Background: an optimization exercise with open tools, aiming at small area and a short achievable clock period. Do not read the settings as production practice. In this exercise RTL edits were held to simulation tests only and were not proved equivalent to the original. Power figures rest on the tool's default switching activity, not on a simulated workload.

==> design.v <==
module convolution(
input        clk,
input [71:0] pixel_data_in,
input        pixel_data_valid_in,
output reg [7:0] convolved_data_out,
output reg   convolved_data_valid_out
);
wire [7:0] p0 = pixel_data_in[7:0];
wire [7:0] p1 = pixel_data_in[15:8];
wire [7:0] p2 = pixel_data_in[23:16];
wire [7:0] p3 = pixel_data_in[31:24];
wire [7:0] p5 = pixel_data_in[47:40];
wire [7:0] p6 = pixel_data_in[55:48];
wire [7:0] p7 = pixel_data_in[63:56];
wire [7:0] p8 = pixel_data_in[71:64];
reg [8:0] a, b, c, d;
reg       valid1;
always @(posedge clk) begin
    a <= {1'b0, p0} - {1'b0, p8};
    b <= {1'b0, p6} - {1'b0, p2};
    c <= {1'b0, p3} - {1'b0, p5};
    d <= {1'b0, p1} - {1'b0, p7};
    valid1 <= pixel_data_valid_in;
end
wire [10:0] ae = {{2{a[8]}}, a};
wire [10:0] be = {{2{b[8]}}, b};
wire [10:0] ce = {c[8], c, 1'b0};
wire [10:0] de = {d[8], d, 1'b0};
wire [10:0] nbe = ~be;                        
wire [10:0] xs = ae ^ be ^ ce;
wire [10:0] xk = (ae & be) | (ae & ce) | (be & ce);
wire [10:0] xc = {xk[9:0], 1'b0};
wire [10:0] ys = ae ^ nbe ^ de;
wire [10:0] yk = (ae & nbe) | (ae & de) | (nbe & de);
wire [10:0] yc = {yk[9:0], 1'b1};
wire [6:0] gxl = {1'b0, xs[5:0]} + {1'b0, xc[5:0]};
wire [6:0] gyl = {1'b0, ys[5:0]} + {1'b0, yc[5:0]};
wire [6:0] gx7 = {xs[6] ^ xc[6] ^ gxl[6], gxl[5:0]};
wire [6:0] gy7 = {ys[6] ^ yc[6] ^ gyl[6], gyl[5:0]};
function eqk(input [4:0] h, input [4:0] k, input [4:0] v);
    reg [4:0] cy;
    integer i;
    begin
        cy[0] = 1'b0;
        for (i = 1; i < 5; i = i + 1)
            cy[i] = v[i-1] ? (h[i-1] & k[i-1]) : (h[i-1] | k[i-1]);
        eqk = ((h ^ k ^ cy) == v);
    end
endfunction
wire inx = gxl[6] ? (eqk(xs[10:6], xc[10:6], 5'd31) | eqk(xs[10:6], xc[10:6], 5'd30))
                  : (eqk(xs[10:6], xc[10:6], 5'd0)  | eqk(xs[10:6], xc[10:6], 5'd31));
wire iny = gyl[6] ? (eqk(ys[10:6], yc[10:6], 5'd31) | eqk(ys[10:6], yc[10:6], 5'd30))
                  : (eqk(ys[10:6], yc[10:6], 5'd0)  | eqk(ys[10:6], yc[10:6], 5'd31));
reg       big2;
reg       pi2;
reg [5:0] hx2, hy2;
reg       valid2;
always @(posedge clk) begin
    big2 <= ~(inx & iny);
    pi2 <= gx7[0];
    hx2 <= gx7[6:1];
    hy2 <= gy7[6:1];
    valid2 <= valid1;
end
localparam [767:0] T_TABLE = 768'h7df7de79e79e75d75c71c6db6996585d65544d240f34a1c208728d3d049351559761965a6db71c71d75d79e79e79f7df7df7df7df79e79e75d71c6db69a6585d65544d240e30a18018a30e4124d45565d865a69b6dc71d75e79e79f7df7df7df;
wire [5:0] tx = T_TABLE[6*{pi2, hx2} +: 6];
wire m64x = ~pi2 & (hx2 == 6'b100000);
wire sy = hy2[5];
wire [4:0] my = hy2[4:0] ^ {5{sy}};
wire [6:0] cmp = {2'b0, my} + {1'b0, ~tx} + {6'b0, sy & ~pi2};
wire is_edge = big2 | m64x | cmp[6];
always @(posedge clk) begin
    convolved_data_out <= {8{is_edge}};
    convolved_data_valid_out <= valid2;
end
endmodule
==> flow/run.sh <==
#!/bin/bash
# Own flow: the standard synthesis, then its combinational logic re-mapped by ABC (registers,
# their names and cell types kept exactly as the standard synthesis made them), the logic fed
# by the input ports mapped for a tighter delay than the rest, then the standard ORFS layout
# of that netlist with buf_1 cells as the port buffers.
set -euo pipefail
W=$PWD
R=orfs/results/sky130hd/convolution/base
YOSYS=$FLOW_HOME/../tools/install/yosys/bin/yosys
[ -x "$YOSYS" ] || YOSYS=yosys
LIB=$FLOW_HOME/platforms/sky130hd/lib/sky130_fd_sc_hd__tt_025C_1v80.lib

bash standard.sh synth > std_synth.log 2>&1
cp $R/1_2_yosys.v std_netlist.v
DU=$(grep -o -- "-dont_use [^ ]*" orfs/logs/sky130hd/convolution/base/1_2_yosys.log | sort -u | tr '\n' ' ')
mv orfs orfs_std

printf "set_driving_cell sky130_fd_sc_hd__buf_1\nset_load 5\n" > abc.constr

cat > resynth.ys <<EOT
read_liberty -ignore_miss_func $LIB
blackbox sky130_fd_sc_hd__df* sky130_fd_sc_hd__conb_*
read_verilog std_netlist.v
hierarchy -top $FLOW_TOP
flatten
opt_clean -purge
techmap
opt -fast
select -set s1 w:pixel_data_in w:pixel_data_valid_in %u %co*:-sky130_fd_sc_hd__dfxtp_1[Q] t:sky130_fd_sc_hd__df* %d
setattr -set stage1 1 @s1
select -set s2 * a:stage1 %d t:sky130_fd_sc_hd__df* %d t:sky130_fd_sc_hd__conb* %d
abc -script $W/flow/rest.abc -liberty $LIB $DU -constr $W/abc.constr @s2
abc -script $W/flow/s1.abc -liberty $LIB $DU -constr $W/abc.constr a:stage1
opt_clean -purge
hilomap -singleton -hicell sky130_fd_sc_hd__conb_1 HI -locell sky130_fd_sc_hd__conb_1 LO
splitnets
opt_clean -purge
stat -liberty $LIB
write_verilog -noattr -noexpr -nohex -nodec resynth.v
EOT
$YOSYS -s resynth.ys > resynth.log 2>&1

bash standard.sh SYNTH_NETLIST_FILES=$W/resynth.v \
  BUFFER_PORTS_ARGS="-buffer_cell sky130_fd_sc_hd__buf_1" finish > flow_layout.log 2>&1
==> flow/rest.abc <==
strash
ifraig
scorr
dc2
dch -f
map -a
topo
strash
dch -f
map -D 1200
topo
strash
dch -f
map -D 1200
topo
==> flow/s1.abc <==
strash
dch -f
map -D 1000
topo
buffer
upsize -D 850
dnsize -D 850
==> standard.sh <==
#!/bin/bash
# synth_recipe.tcl (not shown) runs the flow's synth.tcl, then flattens the netlist and writes it again
# the make line also repeats each setting of config.mk as NAME=value (left out here)
make -C /OpenROAD-flow-scripts/flow DESIGN_CONFIG=/design/flow/config.mk WORK_HOME=/design/flow/orfs CLKGATE_MAP_FILE= SYNTH_SCRIPT=/design/flow/synth_recipe.tcl "${@:-finish}"
==> config.mk <==
export PLATFORM = sky130hd
export DESIGN_NAME = convolution
export DESIGN_NICKNAME = convolution
export VERILOG_FILES = /design/flow/design.v
export SDC_FILE = /design/flow/constraint.sdc
export NUM_CORES = 4
export LEC_CHECK = 0
export CAP_MARGIN = 0
export CORE_MARGIN = 2
export CORE_UTILIZATION = 40
export SETUP_SLACK_MARGIN = 3.4
export SLEW_MARGIN = 0
export TNS_END_PERCENT = 10
==> constraint.sdc <==
create_clock -name core_clock -period 5.5 [get_ports {clk}]
set_input_delay 1.1000 -clock core_clock [delete_from_list [all_inputs] [get_ports {clk}]]
set_output_delay 1.1000 -clock core_clock [all_outputs]
set_load 0.01 [all_outputs]
==> reports/metrics.cfg, run 1 <==
[sta]
finalSetupTns_ns = 0
fin_crit_sh_pct = 36.9
finalHoldViolations = 0
relSlewSlack_pct = 66.2
finClkSkew_ns = 0.0219
final.min_clock_period_ns = 2.03
final_max_slew_viol_count = 0
timing.fmax_mhz = 493
setup_violations = 0
tightest_slew_ns = 0.502
rsz0062_at_grt = true

[place]
hpwl_um = 7130
gp_congestion = 0.835
port_buffers = 74

[clocking]
clk_pin_slew_ns = 0.10
cts-root-buf = clkbuf_8
cts_max_level = 2
cts_buffer_depth = 2
numCtsBuffers = 5
holdBufCountCts = 0
clock_latency_ns = 0.31
cts_sinks = 54
cts_tree = done

[die]
rows = 36
core-area_um2 = 9680
ios = 83
die_x_um = 103
dieHeight_um = 103
start_util_pct = 40.8
dieArea_um2 = 10700

[global_routing]
grt_max_degree = 18
track_usage_pct = 16.6
grt_pass1_vias = 3430
antenna_found_initial = 0
grt_pass1_wl_um = 14200
grt-ovfl-total = 0

[worst_setup_path]
endpoint_kind = register
cp_data_arrival_time_ns = 2.24
path_buf_inv = 1
rr_startpoint = hx2[3]
cp_slowest_cell = or2_1
start_kind = input port
rrSetupSlack_ns = 3.50
path_cells = buf_1 -> xor2_1 -> or2_1 -> a21oi_2 -> nand2_2 -> nand4_1 -> nand2_1 -> nand3_1 -> nand2_1
path_max_fanout = 3
r2r_cells = 9
startpoint = pixel_data_in[2]
crit_top_cell = nand2_1
endpoint = a[7]
crit_required_ns = 5.71
path_depth = 9
reg2reg_to = convolved_data_out[0]
worst-setup-path-type = input port to register
critPathMaxStageDelay_ns = 0.26
crit_family = simple AND/OR/NAND/NOR gates

[worst_hold_path]
min_path_type = register to register

[drt]
num_vias = 3950
via_per_inst = 4.70
drt_first_pass_iters = 4
drc = 0
drt_iter0_drc = 92
finalWirelength_um = 8470
routedWlPerCell_um = 10.1
drtAntennaViolNets = 0

[power]
vdd_drop_max_v = 0.000149
powerDensity_nw_per_um2 = 417
p_leak_nw = 2.15
p_total_mw = 1.93

[layout]
layout-drive-gt1-share_pct = 10.0
synthToLayoutAreaGrowth_pct = 17.5
layout_common_cells = nand2_1 (167), buf_1 (74), nor2_1 (67), inv_1 (53), dfxtp_1 (44)
mostFrequentLayoutCell = nand2_1
diodes = 0
final_nets = 781

[outcome]
status = no timing/DRC/antenna violations

[synth]
synth_warnings = 0
syn_area_per_cell_um2 = 6.32
synth_cells = 625
syn-num-nets = 699
synthesis.area_um2 = 3950

[run]
cap_violations = 0

## flip-flops by register name, summed over array words and instances, names as in the netlist
name and flops:
convolved_data_valid_out 1, convolved_data_out 1, hy2 6, d 9, valid2 1, valid1 1
a 9, c 9, big2 1, pi2 1, hx2 6, b 9
## worst reg2reg max path: cells and delay by family, from the launching register on
| family | cells | cell delay, ns |
|---|---|---|
| buffers and inverters | 1 | 0.28 |
| and+or+nand+nor | 2 | 0.29 |
| DFF | 1 | 0.53 |
| AOI/OAI and AO/OA | 6 | 0.78 |
## what timing repair did
| action | CTS | global route |
|---|---|---|
| gates resized for setup | 8 | 31 |
| setup buffers | 0 | 1 |
| pin swaps | 0 | 1 |
| setup endpoints to repair | 2 | 20 |
## worst min-delay path by stage
stage	to	from	cells past startpoint
global placement	valid2	valid1	0
floorplan	convolved_data_valid_out	valid2	0
global route	valid2	valid1	0
CTS	valid2	valid1	0
finish	valid2	valid1	0
detailed placement	valid2	valid1	0
## layer usage
| layer | wire length (µm) | GRT usage (%) | vias to the layer above |
|---|---|---|---|
| met4 | 129 | 5.87 | 0 |
| met5 | 0 | 0 | - |
| met1 | 4140 | 21.8 | 1692 |
| met2 | 3900 | 27.5 | 71 |
| li1 | - | - | 2177 |
| met3 | 293 | 2.49 | 10 |
## where the power goes
group	internal, mW	switching, mW	total, mW
clock	0.150	0.127	0.277
sequential	0.502	0.146	0.647
combinational	0.412	0.598	1.01
total	1.06	0.871	1.93
## cell type report
| cell class | instances | area (µm²) |
|---|---|---|
| clock buffer | 6 | 82.6 |
| clock inverter | 2 | 38.8 |
| fill | 1025 | 5050 |
| inverter | 96 | 370 |
| multi-input combinational | 475 | 2590 |
| sequential | 54 | 1100 |
| tap | 133 | 166 |
| timing repair buffer | 75 | 285 |
## metrics by stage
| stage | setup WS [ns] | instances | hold WS, ns | instance area (µm²) | utilization, % |
|---|---|---|---|---|---|
| after floorplan | 3.38 | 625 | 0.310 | 3950 | - |
| after global placement | 2.92 | 832 | 0.318 | 4390 | 45.4 |
| after detailed placement | 3.02 | 832 | 0.314 | 4390 | 45.4 |
| after CTS | 3.31 | 840 | 0.346 | 4520 | 46.7 |
| after global routing | 3.35 | 841 | 0.349 | 4640 | 47.9 |
| final | 3.47 | 841 | 0.341 | 4640 | 47.9 |
==> inputs of run 2 (changes only) <==
--- a/config.mk
+++ b/config.mk
@@ -7,7 +7,7 @@
 export LEC_CHECK = 0
-export CAP_MARGIN = 0
+export CAP_MARGIN = 20
 export CORE_MARGIN = 2
 export CORE_UTILIZATION = 40
-export SETUP_SLACK_MARGIN = 3.4
-export SLEW_MARGIN = 0
+export SETUP_SLACK_MARGIN = 3.35
+export SLEW_MARGIN = 20
 export TNS_END_PERCENT = 10
==> run 2 against run 1 <==
Net effect:
- global-route usage is essentially flat
- die area is the same
- final cell count is the same
- flip-flop and latch count is the same
- fmax shrank 0.93%
- critical endpoint unchanged
- clock power is essentially flat
==> reports/metrics.cfg, run 2 <==
[outcome]
status = no timing/DRC/antenna violations

[drt]
drt_first_pass_iters = 4  ; unchanged
drtAntennaViolNets = 0  ; unchanged
drt_iter0_drc = 132  ; +43%
num_vias = 3985  ; +0.89%
finalWirelength_um = 8560  ; +1.1%
routedWlPerCell_um = 10.2  ; +1.1%
drc = 0  ; unchanged
via_per_inst = 4.74  ; +0.89%

[global_routing]
grt_pass1_wl_um = 14200  ; unchanged
grt_max_degree = 18  ; unchanged
antenna_found_initial = 0  ; unchanged
grt-ovfl-total = 0  ; unchanged
grt_pass1_vias = 3370  ; -1.7%
track_usage_pct = 16.6  ; about the same

[power]
vdd_drop_max_v = 0.000167  ; +12%
p_switching_uw = 868  ; -0.35%
pwr-share-seq_pct = 33.4  ; about the same
p_int_mw = 1.06  ; -0.65%
powerDensity_nw_per_um2 = 417  ; -0.11%
pwr-share-clk_pct = 14.5  ; +0.2 points
combPwrFrac_pct = 52.1  ; about the same
p_leak_nw = 2.15  ; -0.23%
sw_frac_of_total_pct = 45.1  ; +0.076 points

[layout]
layout-drive-gt1-share_pct = 9.04  ; -0.99 points
synthToLayoutAreaGrowth_pct = 17.0
diodes = 0  ; unchanged
fillers = 1011  ; -1.4%
design_area_um2 = 4620  ; -0.40%
mostFrequentLayoutCell = nand2_1
final_nets = 781  ; unchanged
layout_common_cells = nand2_1 (168), buf_1 (74), nor2_1 (68), inv_1 (53), dfxtp_1 (48)

[die]
dieHeight_um = 103  ; unchanged
rows = 36  ; unchanged
core-area_um2 = 9680  ; unchanged
dieArea_um2 = 10700  ; unchanged
ios = 83  ; unchanged
start_util_pct = 40.8  ; unchanged
die_x_um = 103  ; unchanged

[worst_setup_path]
start_kind = input port
cp_data_arrival_time_ns = 2.26  ; +0.02 ns
rrSetupSlack_ns = 3.52  ; +0.02 ns
path_max_fanout = 3  ; unchanged
reg2reg_to = big2
critPathMaxStageDelay_ns = 0.23  ; -0.03 ns
cp_slowest_cell = or2_1
path_buf_inv = 2  ; +1
startpoint = pixel_data_in[0]
endpoint_kind = register
crit_required_ns = 5.71  ; about the same
path_cells = buf_1 -> inv_1 -> nand2_2 -> a21oi_2 -> or2_1 -> a21oi_2 -> nand2_2 -> nand4_1 -> nand2_1 -> nand3_1 -> nand2_1
crit_family = simple AND/OR/NAND/NOR gates
rr_startpoint = a[1]
r2r_cells = 11  ; +2
worst-setup-path-type = input port to register

[synth]
synth_cells = 625  ; unchanged
synth_warnings = 0  ; unchanged
syn_area_per_cell_um2 = 6.32  ; unchanged
syn-num-nets = 699  ; unchanged
synthesis.area_um2 = 3950  ; unchanged

[worst_hold_path]
min_from = valid2
min_to = convolved_data_valid_out
min_path_type = register to register
hold_path_depth = 0  ; unchanged

[sta]
setup_violations = 0  ; unchanged
tightest_slew_ns = 0.475  ; -0.0266 ns
timing.fmax_mhz = 488  ; -0.93%
finalSetupTns_ns = 0  ; unchanged
rsz0062_at_grt = true
final_max_slew_viol_count = 0  ; unchanged
relSlewSlack_pct = 68.0  ; +1.8 points
fin_crit_sh_pct = 37.2  ; +0.35 points
final.min_clock_period_ns = 2.05  ; +0.0191 ns
finClkSkew_ns = 0.0169  ; -0.00494 ns
finalHoldViolations = 0  ; unchanged

[clocking]
cts_max_level = 2  ; unchanged
clk_pin_slew_ns = 0.10  ; about the same
numCtsBuffers = 5  ; unchanged
cts_buffer_depth = 2  ; unchanged
cts-root-buf = clkbuf_8
holdBufCountCts = 0  ; unchanged
cts_tree = done
cts_sinks = 54  ; unchanged
clock_latency_ns = 0.31  ; about the same

[place]
hpwl_um = 7150  ; +0.27%
gp_congestion = 0.839  ; +0.48%
port_buffers = 74  ; unchanged
placed_area_um2 = 4390  ; unchanged

[run]
cap_violations = 0  ; unchanged

run 2: cell types whose count changed in the layout (fill, tap and decap cells not counted), sizes merged:
cell      delta
inv          +1
clkinvlp     +2
clkinv       -3
run 2: worst reg2reg max path, stage by stage, from the launching register on:
cell and delay (ns):
dfxtp_1 0.38, clkinv_1 0.09, nand2_1 0.10, nand2_1 0.09, nand2_1 0.07, nand2_1 0.10, o22ai_2 0.19, a31oi_2 0.15
o211ai_1 0.34, nand4_1 0.13, a21oi_1 0.14, o22ai_1 0.08
run 2: repair_timing:
item,4_1_cts,5_1_grt
setup endpoints to repair,2,18
resized for setup,5,28
buffers inserted,0,1
pin swaps,0,2
run 2: layer usage:
layer	routed length, µm	global-route usage (%)	vias to the layer above
met2	4000	27.7	90
met4	105	4.86	0
met3	345	2.55	6
met5	0	0	-
met1	4110	22.0	1708
li1	-	-	2181
run 2: final cells by class:
cell class | instances | area [µm²] | area share [%]
sequential | 54 | 1100 | 23.8
tap | 133 | 166 | 3.60
multi-input combinational | 475 | 2570 | 55.7
clock buffer | 6 | 82.6 | 1.79
timing repair buffer | 75 | 285 | 6.18
inverter | 96 | 375 | 8.13
clock inverter | 2 | 38.8 | 0.840
run 2: worst max path at each step:
stage	end	slack, ns	cells past startpoint
floorplan	a[7]	3.38	10
detailed placement	c[8]	3.07	12
global route	b[8]	3.33	9
finish	a[7]	3.45	11
CTS	convolved_data_out[0]	3.29	9
global placement	convolved_data_out[0]	2.95	9
run 2: power by group through the flow:
stage | Sequential, mW | Combinational [mW] | Clock [mW]
CTS | 0.626 | 0.965 | 0.287
floorplan | 0.594 | 0.763 | 0
global placement | 0.635 | 0.952 | 0
global route | 0.661 | 1.15 | 0.305
detailed placement | 0.632 | 0.958 | 0
finish | 0.644 | 1.00 | 0.278
run 2: per-stage QoR:
stage | hold slack, ns | util, % | worst slack (ns) | total power [mW] | std cells
floorplan | 0.310 | - | 3.38 | 1.36 | 625
global placement | 0.318 | 45.4 | 2.95 | 1.59 | 832
detailed placement | 0.321 | 45.4 | 3.07 | 1.59 | 832
CTS | 0.344 | 46.7 | 3.29 | 1.88 | 840
global route | 0.354 | 47.7 | 3.33 | 2.12 | 841
finish | 0.338 | 47.7 | 3.45 | 1.92 | 841
==> inputs of run 3 (changes only) <==
--- a/config.mk
+++ b/config.mk
@@ -9,4 +9,4 @@
 export CORE_MARGIN = 2
-export CORE_UTILIZATION = 40
-export SETUP_SLACK_MARGIN = 3.35
+export CORE_UTILIZATION = 30
+export SETUP_SLACK_MARGIN = 3.4
 export SLEW_MARGIN = 20
==> run 3 against run 2 <==
Net effect:
- still clean on timing, DRC and antenna
- critical path depth is 2 lower
- non-clock buffer count is 1 lower
- setup slack worse by 0.0051 ns
- flip-flop and latch count stayed put
- sequential power is 2% lower
- clock skew is 0.013 ns lower
- first-iteration DRC count is 17% higher
- sequential share of layout area is 0.37 points lower
- via count is 3.0% lower
- synthesized cell count stayed put
- routed wire length is 4.4% lower
- critical endpoint unchanged
==> reports/metrics.cfg, run 3 <==
[global_routing]
grt_pass1_vias = 3436  ; +2.0%
grt-ovfl-total = 0  ; unchanged
grt_pass1_wl_um = 14100  ; -0.72%
antenna_found_initial = 0  ; unchanged
grt_max_degree = 17  ; -1
track_usage_pct = 12.0  ; -4.6 points

[drt]
finalWirelength_um = 8180  ; -4.4%
drt_iter0_drc = 155  ; +17%
routedWlPerCell_um = 9.31  ; -8.5%
drtAntennaViolNets = 0  ; unchanged
drc = 0  ; unchanged
drt_first_pass_iters = 4  ; unchanged
num_vias = 3867  ; -3.0%
via_per_inst = 4.40  ; -7.2%

[clocking]
holdBufCountCts = 0  ; unchanged
cts_buffer_depth = 2  ; unchanged
cts_setup_buffers = 0  ; unchanged
cts_sinks = 54  ; unchanged
cts_tree = done
clock_latency_ns = 0.29  ; -0.02 ns
cts-root-buf = clkbuf_16
clk_pin_slew_ns = 0.07  ; -0.03 ns
cts_max_level = 2  ; unchanged
numCtsBuffers = 5  ; unchanged

[run]
cap_violations = 0  ; unchanged

[layout]
fillers = 1406  ; +39%
synthToLayoutAreaGrowth_pct = 18.0
layout_common_cells = nand2_1 (167), buf_1 (73), nor2_1 (68), inv_1 (53), dfxtp_1 (48)
diodes = 0  ; unchanged
layout-drive-gt1-share_pct = 8.20  ; -0.84 points
finalNonFillerCells = 879  ; +4.5%
final_nets = 780  ; -0.13%
mostFrequentLayoutCell = nand2_1

[power]
sw_frac_of_total_pct = 43.5  ; -1.6 points
p_int_mw = 1.10  ; +4.1%
p_total_mw = 1.95  ; +1.2%
pwr-share-clk_pct = 17.9  ; +3.4 points
p_leak_nw = 2.15  ; +0.16%
combPwrFrac_pct = 49.8  ; -2.3 points
p_switching_uw = 847  ; -2.5%
vdd_drop_max_v = 0.000139  ; -17%
pwr-share-seq_pct = 32.3  ; -1.1 points
powerDensity_nw_per_um2 = 418  ; +0.30%

[place]
dp.cells = 871  ; +4.7%
gp_congestion = 0.921  ; +9.7%
port_buffers = 74  ; unchanged
place_ws_ns = 3.06  ; -0.0160 ns
hpwl_um = 6650  ; -7.0%

[worst_setup_path]
crit_top_cell = nand2_1
path_cells = buf_1 -> xor2_1 -> or2_1 -> a21oi_2 -> nand2_2 -> nand4_1 -> nand2_1 -> nand3_1 -> nand2_1
rr_startpoint = hx2[3]
cp_data_arrival_time_ns = 2.25  ; about the same
critPathMaxStageDelay_ns = 0.26  ; +0.03 ns
endpoint = a[7]
crit_required_ns = 5.69  ; -0.02 ns
r2r_cells = 9  ; -2
rrSetupSlack_ns = 3.49  ; -0.03 ns
startpoint = pixel_data_in[2]
path_max_fanout = 3  ; unchanged
start_kind = input port
cp_slowest_cell = or2_1
endpoint_kind = register
reg2reg_to = convolved_data_out[0]
worst-setup-path-type = input port to register

[die]
die_x_um = 119  ; +15%
dieArea_um2 = 14100  ; +32%
start_util_pct = 31.0  ; -9.7 points
core-area_um2 = 12700  ; +31%
rows = 41  ; +14%
dieHeight_um = 119  ; +15%
ios = 83  ; unchanged

[synth]
syn_area_per_cell_um2 = 6.32  ; unchanged
synth_cells = 625  ; unchanged
synthesis.area_um2 = 3950  ; unchanged
synth_warnings = 0  ; unchanged
syn-num-nets = 699  ; unchanged

[sta]
final.min_clock_period_ns = 2.05  ; +0.00510 ns
worst_slack_ns = 3.45  ; -0.00510 ns
finalHoldViolations = 0  ; unchanged
timing.fmax_mhz = 487  ; -0.25%
setup_violations = 0  ; unchanged
finClkSkew_ns = 0.00438  ; -0.0125 ns
tightest_slew_ns = 0.468  ; -0.00687 ns
rsz0062_at_grt = true
final_max_slew_viol_count = 0  ; unchanged
relSlewSlack_pct = 68.5  ; +0.46 points
fin_crit_sh_pct = 37.3  ; +0.093 points
hold_ws_ns = 0.327  ; -0.0107 ns
finalSetupTns_ns = 0  ; unchanged

[worst_hold_path]
min_path_type = register to register

[outcome]
status = no timing/DRC/antenna violations

[run 3: area by class of cell]
class | instances | area [µm²] | share of cell area, %
Clock buffer | 5 | 125 | 2.69
Sequential cell | 54 | 1090 | 23.4
Multi-Input combinational cell | 475 | 2540 | 54.5
Tap cell | 172 | 215 | 4.62
Timing Repair Buffer | 74 | 279 | 5.99
Clock inverter | 3 | 40.0 | 0.859
Inverter | 96 | 372 | 7.98
[run 3: routing by layer]
layer | share of wire (%) | GRT usage (%) | vias up | routed length (µm)
met5 | 0 | 0 | - | 0
met2 | 47 | 21.2 | 85 | 3850
li1 | - | - | 2175 | -
met3 | 4.3 | 2.08 | 13 | 349
met4 | 1.9 | 4.24 | 0 | 155
met1 | 47 | 14.4 | 1594 | 3830
[run 3: repair_timing]
item,in CTS,in global routing
gates resized for setup,3,20
pin swaps,0,3
setup endpoints to repair,6,17
[run 3: critical path: cells and delay by family]
kind,cells,cell delay (ns)
xor+xnor,1,0.18
simple gates,6,0.65
compound gates,1,0.21
buf+inv,1,0.10
[run 3: power groups by stage]
| stage | registers [mW] | clock network [mW] | logic [mW] |
|---|---|---|---|
| global route | 0.646 | 0.375 | 1.11 |
| floorplan | 0.594 | 0 | 0.763 |
| finish | 0.629 | 0.348 | 0.970 |
| CTS | 0.618 | 0.360 | 0.952 |
| detailed placement | 0.624 | 0 | 0.943 |
| global placement | 0.628 | 0 | 0.946 |
[run 3: how the worst min path moves through the flow]
stage / startpoint / end / slack, ns / depth (start not counted)
floorplan: valid2 / convolved_data_valid_out / 0.31 / 0
global placement: valid2 / convolved_data_valid_out / 0.31 / 0
detailed placement: valid1 / valid2 / 0.31 / 0
CTS: valid1 / valid2 / 0.33 / 0
global route: valid2 / convolved_data_valid_out / 0.34 / 0
finish: valid2 / convolved_data_valid_out / 0.33 / 0
[run 3: stage by stage]
step | utilization, % | instance area, µm²
after global placement | 34.9 | 4440
after detailed placement | 34.9 | 4440
after CTS | 36.2 | 4610
final | 36.6 | 4660
after floorplan | - | 3950
after global routing | 36.6 | 4660
==> inputs of run 4 (changes only) <==
--- a/config.mk
+++ b/config.mk
@@ -9,3 +9,4 @@
 export CORE_MARGIN = 2
-export CORE_UTILIZATION = 30
+export CORE_UTILIZATION = 40
+export GPL_ROUTABILITY_DRIVEN = 0
 export SETUP_SLACK_MARGIN = 3.4
==> run 4 against run 3 <==
Net effect:
- sequential power grew 0.8%
- still clean on timing, DRC and antenna
- setup slack better by 0.012 ns
- critical endpoint is now d[8]
- via count is 1.7% higher
- first-iteration DRC count fell by 42%
==> reports/metrics.cfg, run 4 <==
[outcome]
status = no timing/DRC/antenna violations

[power]
vdd_drop_max_v = 0.000140  ; +1.1%
p_leak_nw = 2.13  ; -1.1%
powerDensity_nw_per_um2 = 405  ; -3.2%
combPwrFrac_pct = 54.1  ; +4.3 points
p_int_uw = 998  ; -9.3%
pwr-share-seq_pct = 34.2  ; +1.9 points
sw_frac_of_total_pct = 46.2  ; +2.7 points
pwr-share-clk_pct = 11.7  ; -6.2 points
p_switching_uw = 856  ; +1.1%

[sta]
worst_slack_ns = 3.46  ; +0.0125 ns
hold_ws_ns = 0.339  ; +0.0120 ns
setup_violations = 0  ; unchanged
fin_crit_sh_pct = 37.1  ; -0.23 points
relSlewSlack_pct = 70.9  ; +2.4 points
finalSetupTns_ns = 0  ; unchanged
tightest_slew_ns = 0.426  ; -0.0427 ns
finalHoldViolations = 0  ; unchanged
rsz0062_at_grt = true
timing.fmax_mhz = 490  ; +0.61%
final.min_clock_period_ns = 2.04  ; -0.0125 ns
finClkSkew_ns = 0.0154  ; +0.0111 ns
final_max_slew_viol_count = 0  ; unchanged

[clocking]
clock_latency_ns = 0.30  ; about the same
numCtsBuffers = 5  ; unchanged
cts_buffer_depth = 2  ; unchanged
holdBufCountCts = 0  ; unchanged
clk_pin_slew_ns = 0.10  ; +0.03 ns
cts_sinks = 54  ; unchanged
cts_tree = done
cts_max_level = 2  ; unchanged
cts-root-buf = clkbuf_8

[die]
dieHeight_um = 103  ; -13%
ios = 83  ; unchanged
dieArea_um2 = 10700  ; -24%
start_util_pct = 40.8  ; +9.7 points
rows = 36  ; -12%
core-area_um2 = 9680  ; -24%
die_x_um = 103  ; -13%

[global_routing]
antenna_found_initial = 0  ; unchanged
grt_pass1_vias = 3340  ; -2.8%
grt-ovfl-total = 0  ; unchanged
grt_pass1_wl_um = 13800  ; -2.2%
grt_max_degree = 18  ; +1
track_usage_pct = 15.8  ; +3.8 points

[worst_hold_path]
min_path_type = register to register
hold_path_depth = 0  ; unchanged

[worst_setup_path]
cp_data_arrival_time_ns = 2.24  ; about the same
start_kind = input port
r2r_cells = 9  ; unchanged
crit_required_ns = 5.70  ; about the same
endpoint_kind = register
rrSetupSlack_ns = 3.49  ; about the same
path_max_fanout = 3  ; unchanged
worst-setup-path-type = input port to register

[layout]
layout_common_cells = nand2_1 (167), buf_1 (74), nor2_1 (67), inv_1 (53)
final_nets = 782  ; +0.26%
diodes = 0  ; unchanged
layout-drive-gt1-share_pct = 9.59  ; +1.4 points
mostFrequentLayoutCell = nand2_1
synthToLayoutAreaGrowth_pct = 16.0

[synth]
syn_area_per_cell_um2 = 6.32  ; unchanged
syn-num-nets = 699  ; unchanged
synthesis.area_um2 = 3950  ; unchanged
synth_warnings = 0  ; unchanged
synth_cells = 625  ; unchanged

[drt]
num_vias = 3934  ; +1.7%
routedWlPerCell_um = 9.63  ; +3.5%
drt_first_pass_iters = 4  ; unchanged
drt_iter0_drc = 90  ; -42%
finalWirelength_um = 8110  ; -0.89%
drc = 0  ; unchanged
drtAntennaViolNets = 0  ; unchanged
via_per_inst = 4.67  ; +6.2%

[place]
port_buffers = 74  ; unchanged
hpwl_um = 6760  ; +1.7%
place_ws_ns = 3.05  ; -0.00915 ns

[run]
cap_violations = 0  ; unchanged

-- run 4: cell types whose count changed in the layout (fill, tap and decap cells not counted), sizes merged --
cell    before  now
buf         73   76
bufinv       1    0
clkbuf       6    5
inv         53   54
-- run 4: path summary, 6_finish.rpt --
| kind | start | endpoint |
|---|---|---|
| worst min register to register | valid2 | convolved_data_valid_out |
| worst max register to register | hx2[1] | convolved_data_out[0] |
| worst max-delay path | pixel_data_in[8] | d[8] |
| worst min-delay path | valid2 | convolved_data_valid_out |
-- run 4: cell type report --
class | instances | area (µm²)
Fill cell | 1020 | 5100
Multi-Input combinational cell | 475 | 2570
Sequential cell | 54 | 1100
Inverter | 96 | 372
Timing Repair Buffer | 76 | 293
Tap cell | 133 | 166
Clock buffer | 5 | 68.8
Clock inverter | 3 | 18.8
-- run 4: routing by layer --
| layer | wire (µm) | vias to the layer above | GRT usage (%) | share of wire [%] |
|---|---|---|---|---|
| met1 | 3970 | 1666 | 21.2 | 49 |
| li1 | - | 2178 | - | - |
| met4 | 53 | 0 | 4.05 | 0.65 |
| met3 | 333 | 4 | 2.55 | 4.1 |
| met5 | 0 | - | 0 | 0 |
| met2 | 3760 | 86 | 26.4 | 46 |
-- run 4: stage by stage --
stage                     power, mW  utilization (%)  cells  instance area (µm²)
after detailed placement       1.57             45.4    832                 4390
after global routing           2.04             47.3    842                 4580
after global placement         1.55             45.4    832                 4390
after CTS                      1.80             46.3    840                 4480
final                          1.85             47.3    842                 4580
after floorplan                1.36                -    625                 3950
-- run 4: what timing repair did --
action                     in CTS  in global routing
setup endpoints to repair       3                 24
setup buffers                   0                  2
resized for setup               3                 29
pin swaps                       0                  3
-- run 4: power groups by stage --
| stage | Combinational (mW) | Sequential (mW) | Clock [mW] |
|---|---|---|---|
| 5_1_grt | 1.15 | 0.651 | 0.242 |
| 3_3_place_gp | 0.927 | 0.625 | 0 |
| 3_5_place_dp | 0.944 | 0.626 | 0 |
| 4_1_cts | 0.951 | 0.619 | 0.227 |
| 6_report | 1.00 | 0.634 | 0.216 |
| 2_1_floorplan | 0.763 | 0.594 | 0 |
-- run 4: worst max-delay path, cell delays in order --
cell	delay, ns
buf_1	0.14
nor2_2	0.08
o21ai_2	0.18
nand2_1	0.08
o21ai_2	0.12
nand2_1	0.13
a21oi_2	0.18
o21ai_2	0.08
nand2_1	0.08
a21oi_1	0.07
==> inputs of run 5 (changes only) <==
--- a/flow/rest.abc
+++ b/flow/rest.abc
@@ -9,3 +9,3 @@
 dch -f
-map -D 1200
+map -D 1200 -a
 topo
==> flow/s1.abc (replaced) <==
strash
dch -f
map -D 900
topo
buffer
upsize -D 850
dnsize -D 850
==> run 5 against run 4 <==
Net effect:
- critical path depth decreased by 1
- non-clock buffer count down 2
- routed wire length is 3.0% higher
- clock skew down 0.0086 ns
- global-route usage fell by 0.40 points
- via count grew 2.5%
- sequential share of layout area decreased by 0.094 points
- synthesized cell count is 0.48% higher
- final area is 0.41% lower
- first-iteration DRC count up 64%
- total power grew 1.0%
- utilization is 0.19 points lower
==> reports/metrics.cfg, run 5 <==
[drt]
routedWlPerCell_um = 9.92  ; +3.0%
drt_iter0_drc = 148  ; +64%
finalWirelength_um = 8350  ; +3.0%
drc = 0  ; unchanged
num_vias = 4034  ; +2.5%
drt_first_pass_iters = 4  ; unchanged
via_per_inst = 4.79  ; +2.5%
drtAntennaViolNets = 0  ; unchanged

[worst_setup_path]
r2r_cells = 9  ; unchanged
worst-setup-path-type = register to register
crit_required_ns = 5.67  ; -0.03 ns
endpoint = convolved_data_out[0]
rrSetupSlack_ns = 3.44  ; -0.05 ns
path_max_fanout = 11  ; +8
reg2reg_to = convolved_data_out[0]
rr_startpoint = hx2[5]
start_kind = register
endpoint_kind = register
cp_data_arrival_time_ns = 2.23  ; about the same
startpoint = hx2[5]

[synth]
synthesis.area_um2 = 3970  ; +0.51%
synth_cells = 628  ; +0.48%
syn-num-nets = 702  ; +0.43%
synth_warnings = 0  ; unchanged
syn_area_per_cell_um2 = 6.32  ; about the same

[sta]
relSlewSlack_pct = 74.9  ; +4.0 points
final.min_clock_period_ns = 2.06  ; +0.0215 ns
fin_crit_sh_pct = 37.5  ; +0.39 points
hold_ws_ns = 0.337  ; -0.00165 ns
rsz0062_at_grt = true
final_max_slew_viol_count = 0  ; unchanged
tightest_slew_ns = 0.373  ; -0.0523 ns
finalSetupTns_ns = 0  ; unchanged
finClkSkew_ns = 0.00679  ; -0.00865 ns
timing.fmax_mhz = 485  ; -1.0%
finalHoldViolations = 0  ; unchanged
setup_violations = 0  ; unchanged

[die]
rows = 36  ; unchanged
core-area_um2 = 9680  ; unchanged
ios = 83  ; unchanged
dieArea_um2 = 10700  ; +0.49%
die_x_um = 104  ; +0.25%
start_util_pct = 41.0  ; +0.21 points
dieHeight_um = 104  ; +0.25%

[place]
hpwl_um = 7100  ; +5.0%
port_buffers = 74  ; unchanged

[global_routing]
antenna_found_initial = 0  ; unchanged
track_usage_pct = 15.4  ; -0.40 points
grt_pass1_vias = 3492  ; +4.6%
grt_pass1_wl_um = 14300  ; +3.5%
grt-ovfl-total = 0  ; unchanged
grt_max_degree = 17  ; -1

[layout]
synthToLayoutAreaGrowth_pct = 15.0
fillers = 1015  ; -0.49%
final_nets = 783  ; +0.13%
diodes = 0  ; unchanged
layout_common_cells = nand2_1 (180), buf_1 (74), dfxtp_1 (49), clkinv_1 (47)
mostFrequentLayoutCell = nand2_1
layout-drive-gt1-share_pct = 7.62  ; -2.0 points

[clocking]
clock_latency_ns = 0.30  ; about the same
holdBufCountCts = 0  ; unchanged
numCtsBuffers = 5  ; unchanged
cts_sinks = 54  ; unchanged
cts_max_level = 2  ; unchanged
cts_setup_buffers = 0  ; unchanged
clk_pin_slew_ns = 0.08  ; -0.02 ns
cts-root-buf = clkbuf_8
cts_tree = done
cts_buffer_depth = 2  ; unchanged

[power]
p_leak_nw = 2.12  ; -0.23%
pwr-share-seq_pct = 33.2  ; -1.0 points
powerDensity_nw_per_um2 = 410  ; +1.4%
sw_frac_of_total_pct = 44.8  ; -1.3 points
p_int_mw = 1.03  ; +3.5%
p_switching_uw = 839  ; -1.9%
combPwrFrac_pct = 52.9  ; -1.2 points
vdd_drop_max_v = 0.000155  ; +10%
pwr-share-clk_pct = 13.9  ; +2.2 points

[outcome]
status = no timing/DRC/antenna violations

[worst_hold_path]
min_path_type = register to register

[run]
cap_violations = 0  ; unchanged

run 5: final cells by class:
type | count | area [µm²] | area share [%]
sequential | 54 | 1090 | 23.8
timing repair buffer | 74 | 278 | 6.09
clock inverter | 1 | 30.0 | 0.658
inverter | 93 | 355 | 7.79
clock buffer | 6 | 82.6 | 1.81
multi-input combinational | 481 | 2560 | 56.2
tap | 133 | 166 | 3.65
run 5: stage by stage:
step | cells | cell area [µm²] | power [mW] | worst slack (ns) | utilization, %
after floorplan | 628 | 3970 | 1.37 | 3.42 | -
after global placement | 835 | 4410 | 1.57 | 3.14 | 45.6
after detailed placement | 835 | 4410 | 1.59 | 3.14 | 45.6
after CTS | 842 | 4530 | 1.86 | 3.43 | 46.8
after global routing | 842 | 4560 | 2.05 | 3.37 | 47.1
final | 842 | 4560 | 1.87 | 3.44 | 47.1
run 5: per-layer routing:
layer	share of wire, %	track usage [%]	vias up
met1	49	20.2	1752
met5	0	0	-
met2	46	26.7	85
met3	3.9	1.89	7
li1	-	-	2190
met4	1.1	3.96	0
run 5: what timing repair did:
item | 4_1_cts | 5_1_grt
setup endpoints to repair | 1 | 8
gates resized for setup | 5 | 13
pin swaps | 0 | 0
gates cloned | 0 | 0
run 5: power by group through the flow:
| stage | clock network, mW | logic, mW | registers (mW) |
|---|---|---|---|
| after floorplan | 0 | 0.779 | 0.589 |
| after global placement | 0 | 0.950 | 0.617 |
| after detailed placement | 0 | 0.971 | 0.619 |
| after CTS | 0.267 | 0.977 | 0.614 |
| after global routing | 0.284 | 1.13 | 0.638 |
| final | 0.260 | 0.990 | 0.621 |
run 5: worst min path at each step:
| stage | from | endpoint | slack (ns) | cells after the start |
|---|---|---|---|---|
| 2_1_floorplan | valid2 | convolved_data_valid_out | 0.31 | 0 |
| 3_3_place_gp | valid1 | valid2 | 0.31 | 0 |
| 3_5_place_dp | valid1 | valid2 | 0.32 | 0 |
| 4_1_cts | valid1 | valid2 | 0.34 | 0 |
| 5_1_grt | valid2 | convolved_data_valid_out | 0.35 | 0 |
| 6_report | valid2 | convolved_data_valid_out | 0.34 | 0 |
run 5: worst max-delay path, cell delays in order, from the launching register on:
cell,delay (ns)
dfxtp_1,0.50
clkinv_2,0.23
nand2_1,0.11
o21ai_0,0.07
o21ai_0,0.17
o31ai_1,0.10
a32oi_1,0.36
a22oi_1,0.12
a21oi_1,0.19
o221ai_1,0.11
==> inputs of run 6 (changes only) <==
--- a/flow/run.sh
+++ b/flow/run.sh
@@ -41,2 +41,4 @@
 $YOSYS -s resynth.ys > resynth.log 2>&1
+# the flop that drives the eight data outputs gets a strong drive (same cell type)
+sed -i 's/^\( *\)sky130_fd_sc_hd__dfxtp_1 \(\\convolved_data_out\[0\]\$_DFF_P_ \)/\1sky130_fd_sc_hd__dfxtp_4 \2/' resynth.v
 
--- a/flow/rest.abc
+++ b/flow/rest.abc
@@ -9,3 +9,3 @@
 dch -f
-map -D 1200 -a
+map -D 1200
 topo
==> flow/s1.abc (replaced) <==
strash
dch -f
map -D 1000
topo
buffer
upsize -D 850
dnsize -D 850
--- a/config.mk
+++ b/config.mk
@@ -10,4 +10,3 @@
 export CORE_UTILIZATION = 40
-export GPL_ROUTABILITY_DRIVEN = 0
-export SETUP_SLACK_MARGIN = 3.4
+export SETUP_SLACK_MARGIN = 3.5
 export SLEW_MARGIN = 20
==> run 6 against run 5 <==
Net effect:
- via count is 1.3% lower
- highest routed layer unchanged
- final cell count stayed put
- combinational power barely moved
- still clean on timing, DRC and antenna
==> reports/metrics.cfg, run 6 <==
[drt]
drt_first_pass_iters = 4  ; unchanged
routedWlPerCell_um = 10.5  ; +5.6%
finalWirelength_um = 8820  ; +5.6%
drt_iter0_drc = 119  ; -20%
drtAntennaViolNets = 0  ; unchanged
via_per_inst = 4.73  ; -1.3%
drc = 0  ; unchanged
num_vias = 3980  ; -1.3%

[die]
die_x_um = 103  ; -0.20%
dieArea_um2 = 10700  ; -0.39%
core-area_um2 = 9680  ; unchanged
rows = 36  ; unchanged
start_util_pct = 40.8  ; -0.17 points
dieHeight_um = 103  ; -0.20%
ios = 83  ; unchanged

[layout]
layout-drive-gt1-share_pct = 11.6  ; +3.9 points
diodes = 0  ; unchanged
design_area_um2 = 4680  ; +2.6%
final_nets = 782  ; -0.13%
layout_common_cells = nand2_1 (160), buf_1 (72), nor2_1 (68), inv_1 (52), dfxtp_1 (45)
mostFrequentLayoutCell = nand2_1
synthToLayoutAreaGrowth_pct = 18.4

[worst_setup_path]
crit_required_ns = 5.72  ; +0.05 ns
worst-setup-path-type = input port to register
startpoint = pixel_data_in[1]
endpoint_kind = register
rr_startpoint = a[1]
endpoint = a[7]
rrSetupSlack_ns = 3.52  ; +0.08 ns
cp_data_arrival_time_ns = 2.27  ; +0.04 ns
r2r_cells = 11  ; +2
reg2reg_to = big2
start_kind = input port
path_max_fanout = 3  ; -8

[sta]
final_max_slew_viol_count = 0  ; unchanged
timing.fmax_mhz = 488  ; +0.57%
fin_crit_sh_pct = 37.3  ; -0.21 points
tightest_slew_ns = 0.478  ; +0.105 ns
finalSetupTns_ns = 0  ; unchanged
finClkSkew_ns = 0.0139  ; +0.00716 ns
hold_ws_ns = 0.339  ; +0.00200 ns
setup_violations = 0  ; unchanged
final.min_clock_period_ns = 2.05  ; -0.0118 ns
finalHoldViolations = 0  ; unchanged
relSlewSlack_pct = 67.8  ; -7.0 points
rsz0062_at_grt = true

[global_routing]
antenna_found_initial = 0  ; unchanged
track_usage_pct = 16.8  ; +1.4 points
grt_pass1_vias = 3443  ; -1.4%
grt-ovfl-total = 0  ; unchanged
grt_pass1_wl_um = 14500  ; +1.2%
grt_max_degree = 19  ; +2

[worst_hold_path]
min_path_type = register to register

[clocking]
numCtsBuffers = 5  ; unchanged
cts-root-buf = clkbuf_8
clk_pin_slew_ns = 0.10  ; +0.02 ns
clock_latency_ns = 0.31  ; about the same
cts_buffer_depth = 2  ; unchanged
cts_max_level = 2  ; unchanged
holdBufCountCts = 0  ; unchanged
cts_sinks = 54  ; unchanged
cts_tree = done

[power]
pwr-share-clk_pct = 14.2  ; +0.3 points
powerDensity_nw_per_um2 = 411  ; +0.29%
vdd_drop_max_v = 0.000142  ; -8.7%
p_leak_nw = 2.17  ; +2.3%
combPwrFrac_pct = 52.4  ; -0.5 points
p_switching_uw = 880  ; +4.9%
sw_frac_of_total_pct = 45.7  ; +0.87 points
pwr-share-seq_pct = 33.4  ; +0.2 points
p_int_mw = 1.05  ; +1.3%

[place]
port_buffers = 74  ; unchanged
hpwl_um = 7180  ; +1.2%
placed_area_um2 = 4400  ; -0.37%
gp_congestion = 0.836

[synth]
synth_cells = 625  ; -0.48%
synth_warnings = 0  ; unchanged
synthesis.area_um2 = 3950  ; -0.41%
syn-num-nets = 699  ; -0.43%
syn_area_per_cell_um2 = 6.32  ; about the same

[run]
cap_violations = 0  ; unchanged

[outcome]
status = no timing/DRC/antenna violations

run 6: power by group through the flow:
stage	clock (mW)	combinational (mW)	sequential, mW
floorplan	0	0.763	0.595
global placement	0	0.950	0.637
detailed placement	0	0.960	0.635
CTS	0.282	0.972	0.633
global route	0.303	1.16	0.664
finish	0.274	1.01	0.643
run 6: timing repair:
action                                  4_1_cts  5_1_grt
endpoints found under the setup margin       13       28
gates resized for setup                      13       41
buffers inserted                              0        2
cloned                                        0        0
pin swaps                                     0       11
run 6: layer usage:
layer	global-route usage (%)	vias up	part of all wire [%]
met5	0	-	0
met4	5.16	0	1.8
met3	2.62	14	4.4
met2	28.1	87	47
met1	22.3	1715	47
li1	-	2164	-
run 6: critical path, cell delays in order:
cell and delay, ns:
buf_1 0.09, inv_2 0.06, nor2_4 0.13, a21oi_4 0.05, or2_4 0.27, a21oi_4 0.17, nand2_2 0.09, nand4_1 0.13
nand2_1 0.07, nand3_1 0.06, nand2_1 0.05
run 6: how the worst min path moves through the flow:
stage               startpoint                        to  slack, ns  cells past startpoint
finish                  valid2  convolved_data_valid_out       0.34                      0
global route            valid1                    valid2       0.36                      0
CTS                     valid2  convolved_data_valid_out       0.35                      0
detailed placement      valid2  convolved_data_valid_out       0.32                      0
global placement        valid1                    valid2       0.32                      0
floorplan               valid2  convolved_data_valid_out       0.31                      0
run 6: area by class of cell:
class / count / area (µm²)
clock buffers: 5 / 68.8
clock inverters: 3 / 47.5
fillers: 1048 / 5000
inverters: 96 / 368
multi-input cells: 475 / 2630
flip-flops and latches: 54 / 1100
well taps: 133 / 166
repair buffers: 76 / 295
run 6: metrics by stage:
step	setup slack [ns]	power (mW)	utilization (%)	cells
floorplan	3.38	1.36	-	625
finish	3.45	1.93	48.3	842
CTS	3.41	1.89	46.8	840
global placement	2.94	1.59	45.4	832
global route	3.35	2.13	48.3	842
detailed placement	3.02	1.59	45.4	832
==> inputs of run 7 (changes only) <==
==> flow/rest.abc (replaced) <==
strash
ifraig
scorr
dc2
dch -f
map -a
topo
strash
dch -f
map -D 1300
topo
buffer
upsize -D 1200
dnsize -D 1200
==> flow/s1.abc (replaced) <==
strash
dch -f
map -D 800
topo
buffer
upsize -D 800
dnsize -D 800
--- a/config.mk
+++ b/config.mk
@@ -10,3 +10,3 @@
 export CORE_UTILIZATION = 40
-export SETUP_SLACK_MARGIN = 3.5
+export SETUP_SLACK_MARGIN = 3.55
 export SLEW_MARGIN = 20
==> run 7 against run 6 <==
Net effect:
- critical path type is now register to primary output
- routed wire length rose by 6.7%
- clock skew barely moved
- highest routed layer unchanged
- via count rose by 1.7%
- largest cell class unchanged
- still clean on timing, DRC and antenna
==> reports/metrics.cfg, run 7 <==
[clocking]
cts-root-buf = clkbuf_8
holdBufCountCts = 0  ; unchanged
clk_pin_slew_ns = 0.11  ; about the same
cts_buffer_depth = 2  ; unchanged
clock_latency_ns = 0.32  ; about the same
numCtsBuffers = 5  ; unchanged
cts_tree = done
cts_max_level = 2  ; unchanged
cts_sinks = 54  ; unchanged

[drt]
drc = 0  ; unchanged
routedWlPerCell_um = 11.1  ; +5.8%
drt_first_pass_iters = 5  ; +1
num_vias = 4048  ; +1.7%
finalWirelength_um = 9410  ; +6.7%
drt_iter0_drc = 182  ; +53%
via_per_inst = 4.77  ; +0.87%
drtAntennaViolNets = 0  ; unchanged

[place]
place_ws_ns = 3.26  ; +0.238 ns
dp.cells = 833  ; +0.12%
hpwl_um = 7760  ; +8.1%
gp_congestion = 0.828  ; -0.96%
placed_area_um2 = 4620  ; +5.2%
port_buffers = 74  ; unchanged

[layout]
synthToLayoutAreaGrowth_pct = 17.2
layout-drive-gt1-share_pct = 14.9  ; +3.3 points
finalNonFillerCells = 849  ; +0.83%
layout_common_cells = nand2_1 (134), inv_1 (89), buf_1 (71), nor2_1 (52), xor2_1 (51)
final_nets = 786  ; +0.51%
diodes = 0  ; unchanged
design_area_um2 = 4930  ; +5.3%
fin_util_pct = 47.9  ; -0.39 points
mostFrequentLayoutCell = nand2_1

[worst_setup_path]
start_kind = register
endpoint_kind = primary output
rrSetupSlack_ns = 3.57  ; +0.05 ns
path_max_fanout = 8  ; +5
critPathMaxStageDelay_ns = 0.39  ; +0.12 ns
crit_family = flip-flops
cp_slowest_cell = dfxtp_4
path_cells = buf_1
startpoint = convolved_data_out[0]
rr_startpoint = hx2[0]
reg2reg_to = convolved_data_out[0]
path_buf_inv = 1  ; -1
worst-setup-path-type = register to primary output
r2r_cells = 10  ; -1
cp_data_arrival_time_ns = 0.86  ; -1.41 ns
crit_required_ns = 4.40  ; -1.32 ns

[worst_hold_path]
hold_path_depth = 0  ; unchanged
min_path_type = register to register
min_from = valid1
min_to = valid2

[synth]
syn-num-nets = 702  ; +0.43%
synth_cells = 628  ; +0.48%
syn_area_per_cell_um2 = 6.69  ; +5.9%
synth_warnings = 0  ; unchanged
synthesis.area_um2 = 4200  ; +6.4%

[sta]
worst_slack_ns = 3.54  ; +0.0884 ns
finalHoldViolations = 0  ; unchanged
fin_crit_sh_pct = 35.7  ; -1.6 points
finClkSkew_ns = 0.0135  ; -0.000453 ns
final.min_clock_period_ns = 1.96  ; -0.0884 ns
rsz0062_at_grt = true
final_max_slew_viol_count = 0  ; unchanged
finalSetupTns_ns = 0  ; unchanged
setup_violations = 0  ; unchanged
tightest_slew_ns = 0.359  ; -0.119 ns
relSlewSlack_pct = 75.9  ; +8.0 points
timing.fmax_mhz = 510  ; +4.5%

[run]
cap_violations = 0  ; unchanged

[global_routing]
track_usage_pct = 16.3  ; -0.54 points
grt_max_degree = 20  ; +1
grt_pass1_vias = 3595  ; +4.4%
antenna_found_initial = 0  ; unchanged
grt-ovfl-total = 0  ; unchanged
grt_pass1_wl_um = 15200  ; +5.2%

[outcome]
status = no timing/DRC/antenna violations

[die]
start_util_pct = 40.9  ; +0.092 points
dieArea_um2 = 11300  ; +6.1%
ios = 83  ; unchanged
dieHeight_um = 107  ; +3.0%
core-area_um2 = 10300  ; +6.1%
rows = 37  ; +2.8%
die_x_um = 107  ; +3.0%

[power]
vdd_drop_max_v = 0.000152  ; +7.6%
p_leak_nw = 2.39  ; +10%
powerDensity_nw_per_um2 = 426  ; +3.6%

run 7: cell count changes in the layout (fill, tap and decap cells not counted), moves of 11 or more:
cell	before	now
clkinv_1	39	0
inv_1	52	89
nand2_1	160	134
nor2_1	68	52
o21ai_1	2	13
run 7: repair_timing:
action                                  in CTS  in global routing
hold endpoints to repair                     0                  0
pin swaps                                    3                  9
buffers inserted                             2                  6
endpoints found under the setup margin       9                 13
resized for setup                           16                 32
run 7: worst max-delay path by stage:
stage                                  endpoint  slack, ns  cells past startpoint
after global routing      convolved_data_out[0]       3.37                      8
after CTS                 convolved_data_out[1]       3.53                      1
after floorplan                            d[7]       3.54                      8
final                     convolved_data_out[7]       3.54                      1
after detailed placement                   a[8]       3.26                      9
after global placement    convolved_data_out[0]       3.26                     10
run 7: metrics by stage:
step	hold WS, ns	total power [mW]
2_1_floorplan	0.310	1.48
3_3_place_gp	0.318	1.72
3_5_place_dp	0.328	1.71
4_1_cts	0.355	1.98
5_1_grt	0.359	2.28
6_report	0.348	2.10
run 7: final cells by class:
type,instances,area (µm²)
clock buffer,5,68.8
clock inverter,3,28.8
fill,1076,5350
inverter,102,397
multi-input combinational,467,2810
sequential,54,1110
tap,136,170
timing repair buffer,82,339
run 7: report_power, final:
group | leakage (nW) | internal [mW] | switching, mW | total (mW)
logic | 1.89 | 0.496 | 0.742 | 1.24
clock network | 0.0502 | 0.0947 | 0.146 | 0.241
registers | 0.457 | 0.508 | 0.113 | 0.621
run 7: per-layer routing:
metal / GRT usage [%] / up-vias / routed length (µm)
met5: 0 / - / 0
met4: 5.94 / 0 / 168
met3: 2.94 / 18 / 420
met2: 27.0 / 92 / 4280
met1: 21.1 / 1742 / 4540
li1: - / 2196 / -

separate check: timing with driven ports:
No port has a modelled driver above. Below, the same layouts with a new extraction and two added sets of constraints. Step 1 sets driving cells, clkbuf_16 on the clock port and buf_2 on the other inputs (assumed; they add their load-dependent delay and slew). Step 2 adds t to the input delays and takes it off the output delays; t is the mean of the earliest and latest rising clock arrival at the registers after step 1. Input paths then give back, and output paths get back, about the clock's delay inside the block. a / b / c = ideal / step 1 / step 2; a / b = the first two.
run | t, ns | setup slack, ns | worst setup path after step 2 | cell pins on the clock port's net
run 1 | 0.330 | 3.471 / 3.482 / 3.152 | input to register | 1
run 2 | 0.330 | 3.452 / 3.449 / 3.130 | input to register | 1
run 3 | 0.327 | 3.447 / 3.452 / 3.133 | input to register | 1
run 4 | 0.325 | 3.459 / 3.452 / 3.143 | input to register | 1
run 5 | 0.325 | 3.437 / 3.437 / 3.195 | input to register | 1
run 6 | 0.336 | 3.449 / 3.455 / 3.119 | input to register | 1
run 7 | 0.347 | 3.538 / 3.506 / 3.262 | input to register | 1
After both steps setup and hold are still met in every run listed. The setup slack of run 6, which loses most, moves by +0.006 ns with the drivers and by -0.330 ns with both steps.
